Context: an optimization exercise on an open-source flow, tuned for small area and a short achievable clock period. The choices shown serve that exercise and are no tape-out recipe.
RTL that was checked went through simulation tests only; none was proved equivalent to the original.
The clock port is modelled as an ideal driver, which makes a skipped or thinned clock tree look cheaper than it is; a real chip needs a root buffer or a tree.
Power is estimated from default activity; no workload was simulated.

==> flow/design.v (excerpt) <==
module test_wrapper #(
	parameter SYS_VERSION = 41,
	parameter WIDTH = 16,
	parameter NUM_SUB_MON = 3
)(
	input clk,
	input reset,
	input       [5:0] slave_address,
	input             slave_read,
	input             slave_write,
	input      [31:0] slave_writedata,
	output reg [31:0] slave_readdata,
	output [15:0] dut_a,
	output [15:0] dut_b,
	input  [15:0] dut_out
);
clock: 3.0 ns
lec_check: 0
abc_area: 1
cap_margin: 20
core_margin: 2
core_utilization: 40
setup_slack_margin: 1.45
slew_margin: 20
synth_hierarchical: 1
standard.sh (not shown) runs the stock make flow with config.mk's settings and CLKGATE_MAP_FILE= SYNTH_SCRIPT=/design/flow/synth_recipe.tcl, a recipe that flattens the netlist after the stock synthesis.
==> flow/flow/run.sh <==
#!/bin/bash
set -euo pipefail
here=$(cd "$(dirname "$0")" && pwd)
export BUFFER_PORTS_ARGS="-buffer_cell sky130_fd_sc_hd__buf_2"
export CTS_ARGS="-sink_clustering_enable -repair_clock_nets -dont_use_dummy_load -sink_clustering_size 25 -sink_clustering_max_diameter 80"
export PRE_CTS_TCL="$here/cts_root.tcl"
export FLOW_CLOCK_PORT=clk
bash standard.sh > make.log 2>&1
==> flow/flow/cts_root.tcl <==
rename clock_tree_synthesis my_tritoncts
proc clock_tree_synthesis { args } {
  my_tritoncts {*}$args
  my_drop_root_buffer
}

proc my_drop_root_buffer { } {
  set block [ord::get_db_block]
  set port_net [$block findNet $::env(FLOW_CLOCK_PORT)]
  set roots {}
  foreach it [$port_net getITerms] { lappend roots $it }
  if { [llength $roots] != 1 } { puts "drop_root: port drives [llength $roots] pins, kept"; return }
  set rit [lindex $roots 0]
  set root [$rit getInst]
  if { ![string match "sky130_fd_sc_hd__clkbuf_*" [[$root getMaster] getName]] } { puts "drop_root: no root buffer"; return }
  set root_net "NULL"
  foreach it [$root getITerms] {
    if { [$it isOutputSignal] } { set root_net [$it getNet] }
  }
  set loads {}
  foreach it [$root_net getITerms] {
    if { [$it isOutputSignal] } { continue }
    if { ![string match "sky130_fd_sc_hd__clkbuf_*" [[[$it getInst] getMaster] getName]] } {
      puts "drop_root: root drives a non-buffer, kept"; return
    }
    lappend loads $it
  }
  if { [llength $loads] > 4 } { puts "drop_root: root drives [llength $loads] buffers, kept"; return }
  foreach it $loads {
    $it disconnect
    $it connect $port_net
  }
  foreach it [$root getITerms] { $it disconnect }
  odb::dbInst_destroy $root
  odb::dbNet_destroy $root_net
  puts "drop_root: the clock port drives [llength $loads] buffers directly"
}
Change:
==> flow/flow/run.sh (replaced) <==
#!/bin/bash
set -euo pipefail
here=$(cd "$(dirname "$0")" && pwd)
export BUFFER_PORTS_ARGS="-buffer_cell sky130_fd_sc_hd__buf_2"
export CTS_ARGS="-sink_clustering_enable -repair_clock_nets -dont_use_dummy_load"
export PRE_CTS_TCL="$here/cts_root.tcl"
export FLOW_CLOCK_PORT=clk
bash standard.sh > make.log 2>&1
SETUP_SLACK_MARGIN = 1.4   (was 1.45)
- clock power rises by 50%
- first-iteration DRC count falls by 6.4%
- flip-flop and latch count stays the same
- non-clock buffer count decreases by 22
- combinational power came out lower by 10%
Change:
==> flow/flow/run.sh (replaced) <==
#!/bin/bash
set -euo pipefail
here=$(cd "$(dirname "$0")" && pwd)
export BUFFER_PORTS_ARGS="-buffer_cell sky130_fd_sc_hd__buf_2"
export CTS_ARGS="-sink_clustering_enable -repair_clock_nets -dont_use_dummy_load -sink_clustering_size 25 -sink_clustering_max_diameter 100"
export PRE_CTS_TCL="$here/cts_root.tcl"
export FLOW_CLOCK_PORT=clk
bash standard.sh > make.log 2>&1
Result: Critical path depth stays the same. Non-clock buffer count is lower by 13. Setup slack gets better by 0.031 ns. Clock skew hardly moves.
Change:
==> flow/flow/run.sh (replaced) <==
#!/bin/bash
set -euo pipefail
here=$(cd "$(dirname "$0")" && pwd)
export BUFFER_PORTS_ARGS="-buffer_cell sky130_fd_sc_hd__buf_2"
export CTS_ARGS="-sink_clustering_enable -repair_clock_nets -dont_use_dummy_load -sink_clustering_size 30 -sink_clustering_max_diameter 80"
export PRE_CTS_TCL="$here/cts_root.tcl"
export FLOW_CLOCK_PORT=clk
bash standard.sh > make.log 2>&1
CORE_UTILIZATION = 50   (was 40)
Setup slack gets worse by 0.050 ns.
Total power shrinks by 0.40%.
Die area drops by 20%.
Non-clock buffer count came out higher by 12.
Clock skew came out lower by 0.021 ns.
Final cell count decreases by 4.4%.
Wire length went down by about 3%.
Utilization rises by 11 points.

* * *

test_wrapper, a different RTL version from the one above (not shown whole).
Size: about 120 I/O pins, ~17000 um^2 of cells after synthesis.
==> flow/design.v (excerpt) <==
module test_wrapper #(
	parameter SYS_VERSION = 41,
	parameter WIDTH = 16,
	parameter NUM_SUB_MON = 3
)(
	input clk,
	input reset,
	input       [5:0] slave_address,
	input             slave_read,
	input             slave_write,
	input      [31:0] slave_writedata,
	output reg [31:0] slave_readdata,
	output [15:0] dut_a,
	output [15:0] dut_b,
	input  [15:0] dut_out
);
export LEC_CHECK = 0
export ABC_AREA = 1
export CAP_MARGIN = 20
export CORE_MARGIN = 2
export CORE_UTILIZATION = 55
export SETUP_SLACK_MARGIN = 1.4
export SLEW_MARGIN = 20
export SYNTH_HIERARCHICAL = 1
create_clock -name core_clock -period 3.0 [get_ports {clk}]
==> flow/flow/run.sh <==
#!/bin/bash
set -euo pipefail
here=$(cd "$(dirname "$0")" && pwd)
export BUFFER_PORTS_ARGS="-buffer_cell sky130_fd_sc_hd__buf_2"
export CTS_ARGS="-sink_clustering_enable -repair_clock_nets -dont_use_dummy_load -sink_clustering_size 30 -sink_clustering_max_diameter 80"
export PRE_CTS_TCL="$here/cts_root.tcl"
export FLOW_CLOCK_PORT=clk
bash standard.sh > make.log 2>&1
Scripts as last shown in full above: flow/flow/cts_root.tcl
The starting point finished clean.
==> next run, changes <==
- CORE_UTILIZATION: 55 -> 40
Cell area increases by 2.6%.
Wire length came out higher by 5.6%.
Fmax is lower by 2.6%.
First-iteration DRC count went down by 11%.
Sequential share of layout area went down by 1.3 points.
Power rose by 0.76%.
Combinational power came out higher by 7.1%.
Die area grows by 37%.
Synthesized cell count is unchanged.
No run of this note included a check of the RTL's function; only the layout flow was run.

* * *

== v37 ==
test_wrapper with an RTL version that a note above also has.
Size: about 1900 cells after synthesis, roughly 17000 µm² of cells after synthesis.
Settings: LEC_CHECK=0, ABC_AREA=1, CAP_MARGIN=20, CORE_MARGIN=2, CORE_UTILIZATION=40, SETUP_SLACK_MARGIN=1.4, SLEW_MARGIN=20, SYNTH_HIERARCHICAL=1; clock period 3.0 ns.
Scripts as last shown in full above: flow/flow/run.sh, flow/flow/cts_root.tcl
Edits applied to the flow inputs when going from v37 to v14:
==> flow/flow/run.sh <==
#!/bin/bash
set -euo pipefail
here=$(cd "$(dirname "$0")" && pwd)
export BUFFER_PORTS_ARGS="-buffer_cell sky130_fd_sc_hd__buf_2"
export CTS_ARGS="-sink_clustering_enable -repair_clock_nets -dont_use_dummy_load -sink_clustering_size 20 -sink_clustering_max_diameter 80"
export PRE_CTS_TCL="$here/cts_root.tcl"
export FLOW_CLOCK_PORT=clk
bash standard.sh > make.log 2>&1
==> comparison <==
A worst setup path startpoint of acc[0] is what v37 shows, while fa_0[0] belongs to v14. Summary of v14 over v37: total power consumption of the routed design now sits higher; count of plain and timing-repair buffers went down 5; layout clock buffer count went up 7; detail-routed via count per cell has remained practically unchanged; final worst setup slack went down by 0.089 ns. Compared with v37, in v14 portion of the clock cycle consumed by the worst path in the final layout saw an increase; wire length on met2 saw an increase; post-route non-filler standard cell count did not really move.
For v32, these inputs were changed with respect to v14:
==> flow/flow/run.sh <==
#!/bin/bash
set -euo pipefail
here=$(cd "$(dirname "$0")" && pwd)
export BUFFER_PORTS_ARGS="-buffer_cell sky130_fd_sc_hd__buf_2"
export PRE_CTS_TCL="$here/cts_root.tcl"
export FLOW_CLOCK_PORT=clk
bash standard.sh > make.log 2>&1
==> comparison <==
- v14 → v32: highest attainable clock frequency has increased, area share of buffers outside the clock network has remained practically unchanged, shortest clock period the worst path allows after layout has decreased.
- Going from v14 to v32, combinational power grew by a few percent.
- Against v14, the final cell area of v32 is higher.
- Power per cell area (higher): v32

* * *

The RTL this note starts from:
==> flow/design.v <==
module test_wrapper #(
	parameter SYS_VERSION = 41,
	parameter WIDTH = 16,
	parameter NUM_SUB_MON = 3
)(
	input clk,
	input reset,
	input       [5:0] slave_address,
	input             slave_read,
	input             slave_write,
	input      [31:0] slave_writedata,
	output reg [31:0] slave_readdata,
	output [15:0] dut_a,
	output [15:0] dut_b,
	input  [15:0] dut_out
);
	wire writing = ~slave_read && slave_write;
	wire reading = slave_read && ~slave_write;
	reg [31:0] ctrl;
	wire [31:0] ctrl_next = (writing && slave_address == 6'h00) ? slave_writedata : ctrl;
	reg        fsel;
	reg [15:0] man_a, man_b, set_a, set_b, clr_a, clr_b;
	always @(posedge clk)
		ctrl <= ctrl_next;
	always @(posedge clk)
		if (writing) begin
			if (slave_address == 6'h10) fsel  <= slave_writedata[0];
			if (slave_address == 6'h14) man_a <= slave_writedata[15:0];
			if (slave_address == 6'h18) man_b <= slave_writedata[15:0];
			if (slave_address == 6'h1C) set_a <= slave_writedata[15:0];
			if (slave_address == 6'h20) set_b <= slave_writedata[15:0];
			if (slave_address == 6'h24) clr_a <= slave_writedata[15:0];
			if (slave_address == 6'h28) clr_b <= slave_writedata[15:0];
		end
	wire rst    = ctrl[0];
	wire en     = ctrl[1];
	wire freeze = ctrl[2];
	reg [31:0] ra, rb;
	reg        rst_d, en_d, zero_d;
	function [31:0] lfsr_step(input [31:0] r);
		lfsr_step = {r[0], r[31], r[30] ^ r[0], r[29:27], r[26] ^ r[0], r[25] ^ r[0], r[24:1]};
	endfunction
	always @(posedge clk) begin
		rst_d <= rst;
		en_d  <= en;
	end
	always @(posedge clk)
		if (rst_d) begin
			ra <= 32'hCAFEF00D;
			rb <= 32'hFEEDC0DE;
		end else if (en_d) begin
			ra <= lfsr_step(ra);
			rb <= lfsr_step(rb);
		end
	localparam S_IDLE = 2'd0, S_READY = 2'd1, S_COUNT = 2'd2, S_DONE = 2'd3;
	reg [1:0] tstate;
	reg [3:0] delay_count;
	reg [3:0] out_count;
	wire dut_zero = ~|dut_out;
	always @(posedge clk)
		if (rst)
			tstate <= S_IDLE;
		else case (tstate)
			S_IDLE : if (dut_zero)   tstate <= S_READY;
			S_READY: if (&out_count) tstate <= S_COUNT;
			S_COUNT: if (dut_zero)   tstate <= S_DONE;
			default:                 tstate <= S_DONE;
		endcase
	always @(posedge clk)
		if (rst)
			delay_count <= 4'hF;
		else if (tstate == S_COUNT)
			delay_count <= delay_count + 1'b1;
	always @(posedge clk)
		if (rst || tstate == S_DONE || fsel)
			out_count <= 4'h0;
		else
			out_count <= out_count + 1'b1;
	reg [15:0] sa_0, sb_0, fa_0, fb_0;
	always @(posedge clk)
		zero_d <= rst || &out_count;
	wire [15:0] a_0 = zero_d ? 16'h0 : ra[15:0];
	wire [15:0] b_0 = zero_d ? 16'h0 : rb[15:0];
	always @(posedge clk)
		if (!fsel) begin
			sa_0 <= a_0 | set_a;
			sb_0 <= b_0 | set_b;
			fa_0 <= sa_0 & ~clr_a;
			fb_0 <= sb_0 & ~clr_b;
		end else begin
			sa_0 <= man_a;
			sb_0 <= man_b;
			fa_0 <= sa_0;
			fb_0 <= sb_0;
		end
	assign dut_a = fa_0;
	assign dut_b = fb_0;
	wire       sel = fa_0[0] & fb_0[0];
	wire [7:0] lo_p = fa_0[7:0] ^ fb_0[7:0];
	wire [7:0] lo_g = fa_0[7:0] & fb_0[7:0];
	wire [8:0] lo_c;
	pfx_carries u_lo_carries (.g(lo_g), .p(lo_p), .c_in(1'b0), .c(lo_c));
	wire [8:0] lo_sum = {lo_c[8], lo_p ^ lo_c[7:0]};
	reg  [7:0] r1_lo, r1_p, r1_g;
	reg        r1_c;
	always @(posedge clk) begin
		r1_lo <= sel ? fb_0[7:0]  : lo_sum[7:0];
		r1_c  <= sel ? 1'b0       : lo_sum[8];
		r1_p  <= sel ? fb_0[15:8] : fa_0[15:8] ^ fb_0[15:8];
		r1_g  <= sel ? 8'h00      : fa_0[15:8] & fb_0[15:8];
	end
	wire [8:0] hi_c;
	pfx_carries u_hi_carries (.g(r1_g), .p(r1_p), .c_in(r1_c), .c(hi_c));
	reg [15:0] ref2;
	always @(posedge clk)
		ref2 <= {r1_p ^ hi_c[7:0], r1_lo};
	wire [15:0] x = dut_out ^ ref2;
	integer i;
	reg [4:0] lzc;
	always @(*) begin
		lzc = 5'd16;
		for (i = 0; i < 16; i = i + 1)
			if (x[i]) lzc = 5'd15 - i;
	end
	reg [4:0] lz1, lz2, lz3, lz4, lz5;
	always @(posedge clk) begin
		lz1 <= lzc;
		lz2 <= lz1;
		lz3 <= lz2;
		lz4 <= lz3;
		lz5 <= lz4;
	end
	reg [3:0] rdy_ctr;
	always @(posedge clk)
		if (rst)
			rdy_ctr <= 4'd0;
		else if (!rdy_ctr[3])
			rdy_ctr <= rdy_ctr + 1'b1;
	wire ready = rdy_ctr[3];
	reg sb_en;
	wire sb_en_next = !ctrl_next[2] && !rst && (rdy_ctr[3] || &rdy_ctr[2:0]);
	always @(posedge clk)
		sb_en <= sb_en_next;
	reg [31:0] data_ctr, error_ctr;
	reg [4:0]  acc, maxacc, minacc;
	reg err_en;
	always @(posedge clk)
		err_en <= sb_en_next && !lz4[4];
	reg [2:0] data_f, error_f;
	always @(posedge clk)
		if (rst) begin
			data_f  <= 3'b000;
			error_f <= 3'b000;
		end else begin
			data_f  <= {&data_ctr[23:1],  &data_ctr[15:1],  &data_ctr[7:1]}  & {3{data_ctr[0]  ^ sb_en}};
			error_f <= {&error_ctr[23:1], &error_ctr[15:1], &error_ctr[7:1]} & {3{error_ctr[0] ^ err_en}};
		end
	integer j;
	always @(posedge clk)
		if (rst) begin
			data_ctr  <= 32'h0;
			error_ctr <= 32'h0;
		end else begin
			if (sb_en)
				data_ctr[7:0] <= data_ctr[7:0] + 1'b1;
			if (err_en)
				error_ctr[7:0] <= error_ctr[7:0] + 1'b1;
			for (j = 1; j < 4; j = j + 1) begin
				if (sb_en && data_f[j - 1])
					data_ctr[8 * j +: 8] <= data_ctr[8 * j +: 8] + 1'b1;
				if (err_en && error_f[j - 1])
					error_ctr[8 * j +: 8] <= error_ctr[8 * j +: 8] + 1'b1;
			end
		end
	always @(posedge clk)
		acc <= ready ? lz5 : 5'd16;
	always @(posedge clk)
		if (rst) begin
			maxacc <= 5'd0;
			minacc <= 5'd16;
		end else if (sb_en) begin
			if (acc > maxacc) maxacc <= acc;
			if (acc < minacc) minacc <= acc;
		end
	wire [31:0] dut_delay = (tstate == S_DONE) ? {28'h0, delay_count} : 32'hFFFFFFFF;
	always @(posedge clk)
		if (reading)
			case (slave_address)
				6'h00: slave_readdata <= ctrl;
				6'h04: slave_readdata <= SYS_VERSION;
				6'h2C: slave_readdata <= dut_delay;
				6'h30: slave_readdata <= data_ctr;
				6'h34: slave_readdata <= error_ctr;
				6'h38: slave_readdata <= {26'h0, maxacc[4], 1'b0, maxacc[3:0]};
				6'h3C: slave_readdata <= {26'h0, minacc[4], 1'b0, minacc[3:0]};
				default: ;
			endcase
endmodule
module pfx_carries (
	input  [7:0] g,
	input  [7:0] p,
	input        c_in,
	output [8:0] c
);
	wire [8:0] gl [0:4];
	wire [8:0] pl [0:4];
	assign gl[0] = {g, c_in};
	assign pl[0] = {p, 1'b0};
	genvar l, k;
	generate
		for (l = 0; l < 4; l = l + 1) begin: lvl
			for (k = 0; k < 9; k = k + 1) begin: bt
				if (k >= (1 << l)) begin: node
					pfx_pg u_pg (
						.gh(gl[l][k]), .ph(pl[l][k]),
						.gl(gl[l][k - (1 << l)]), .pl(pl[l][k - (1 << l)]),
						.g(gl[l + 1][k]), .p(pl[l + 1][k])
					);
				end else begin: pass
					assign gl[l + 1][k] = gl[l][k];
					assign pl[l + 1][k] = pl[l][k];
				end
			end
		end
	endgenerate
	assign c = gl[4];
endmodule
module pfx_pg (
	input  gh, ph, gl, pl,
	output g, p
);
	assign g = gh | (ph & gl);
	assign p = ph & pl;
endmodule
make LEC_CHECK=0 ABC_AREA=1 CAP_MARGIN=20 CORE_MARGIN=2 CORE_UTILIZATION=40 SETUP_SLACK_MARGIN=1.2 SLEW_MARGIN=20 SYNTH_HIERARCHICAL=1 finish   # period 3.0 ns
run.sh (not shown) runs the stock make flow with config.mk's settings and CLKGATE_MAP_FILE= SYNTH_SCRIPT=/design/flow/synth_recipe.tcl, a recipe that flattens the netlist after the stock synthesis.
Stock flow here: none of the scripts above is used.
The starting point produced a clean layout.
Next try:
- ABC_AREA: 1 -> not set
Outcome:
- The changed run produced a clean layout
- routed wire length falls by 1.3%
- worst setup slack loses 0.030 ns
- cell count drops by 11%
- total power went up by 0.66%
- sequential share of layout area went down by 0.35 points
- first-iteration DRC count went down by 14%
- flip-flop and latch count is unchanged
- sequential power stays flat
- clock-buffer cell count came out higher by 8
- fmax went down by 1.7%
Function was not checked in any run of this note: the RTL went through the layout flow alone.

afterwards: timing with drivers on the ports:
No port has a modelled driver above. Below, the same layouts with a new extraction and two added sets of constraints.
Step 1, drivers: a clkbuf_16 drives clk and a buf_2 each remaining input, both assumed.
Step 2, shift: input delay + t, output delay - t, t = (earliest + latest rising clock arrival at the registers) / 2. This alone moves slack from input paths to output paths.
Three values: ideal, step 1, step 2; two values: the first two.
| run | t, ns | slack for setup (ns) | hold slack, ns | latest minus earliest clock arrival (ns) | pins driven straight from the clock port |
|---|---|---|---|---|---|
| the first run of note 1 | 0.477 | 1.455 / 1.383 / 1.020 | 0.326 / 0.326 / 0.326 | 0.084 / 0.085 | 2 |
| the second run of note 1 | 0.490 | 1.375 / 1.328 / 0.985 | 0.316 / 0.316 / 0.316 | 0.074 / 0.073 | 4 |
| the third run of note 1 | 0.468 | 1.406 / 1.367 / 0.984 | 0.329 / 0.329 / 0.329 | 0.070 / 0.070 | 2 |
| the fourth run of note 1 | 0.456 | 1.356 / 1.323 / 0.931 | 0.335 / 0.324 / 0.335 | 0.055 / 0.056 | 2 |
| the first run of note 2 | 0.461 | 1.417 / 1.377 / 0.972 | 0.336 / 0.325 / 0.336 | 0.066 / 0.065 | 2 |
| the second run of note 2 | 0.477 | 1.374 / 1.367 / 0.969 | 0.294 / 0.294 / 0.294 | 0.075 / 0.075 | 2 |
| v37 | 0.454 | 1.427 / 1.368 / 1.080 | 0.306 / 0.306 / 0.306 | 0.083 / 0.083 | 2 |
| v14 | 0.482 | 1.338 / 1.266 / 1.041 | 0.326 / 0.326 / 0.326 | 0.096 / 0.097 | 2 |
| v32 | 0.512 | 1.416 / 1.331 / 1.006 | 0.324 / 0.287 / 0.324 | 0.026 / 0.026 | 4 |
| the first run of note 4 | 0.621 | 1.201 / 1.145 / 0.613 | 0.321 / 0.321 / 0.321 | 0.024 / 0.024 | 1 |
| the second run of note 4 | 0.619 | 1.171 / 1.114 / 0.603 | 0.326 / 0.326 / 0.326 | 0.019 / 0.019 | 1 |
After both steps every run listed still meets setup and hold. For the first run of note 4, which loses most, drivers alone change the setup slack by -0.056 ns; drivers and shift together by -0.588 ns.
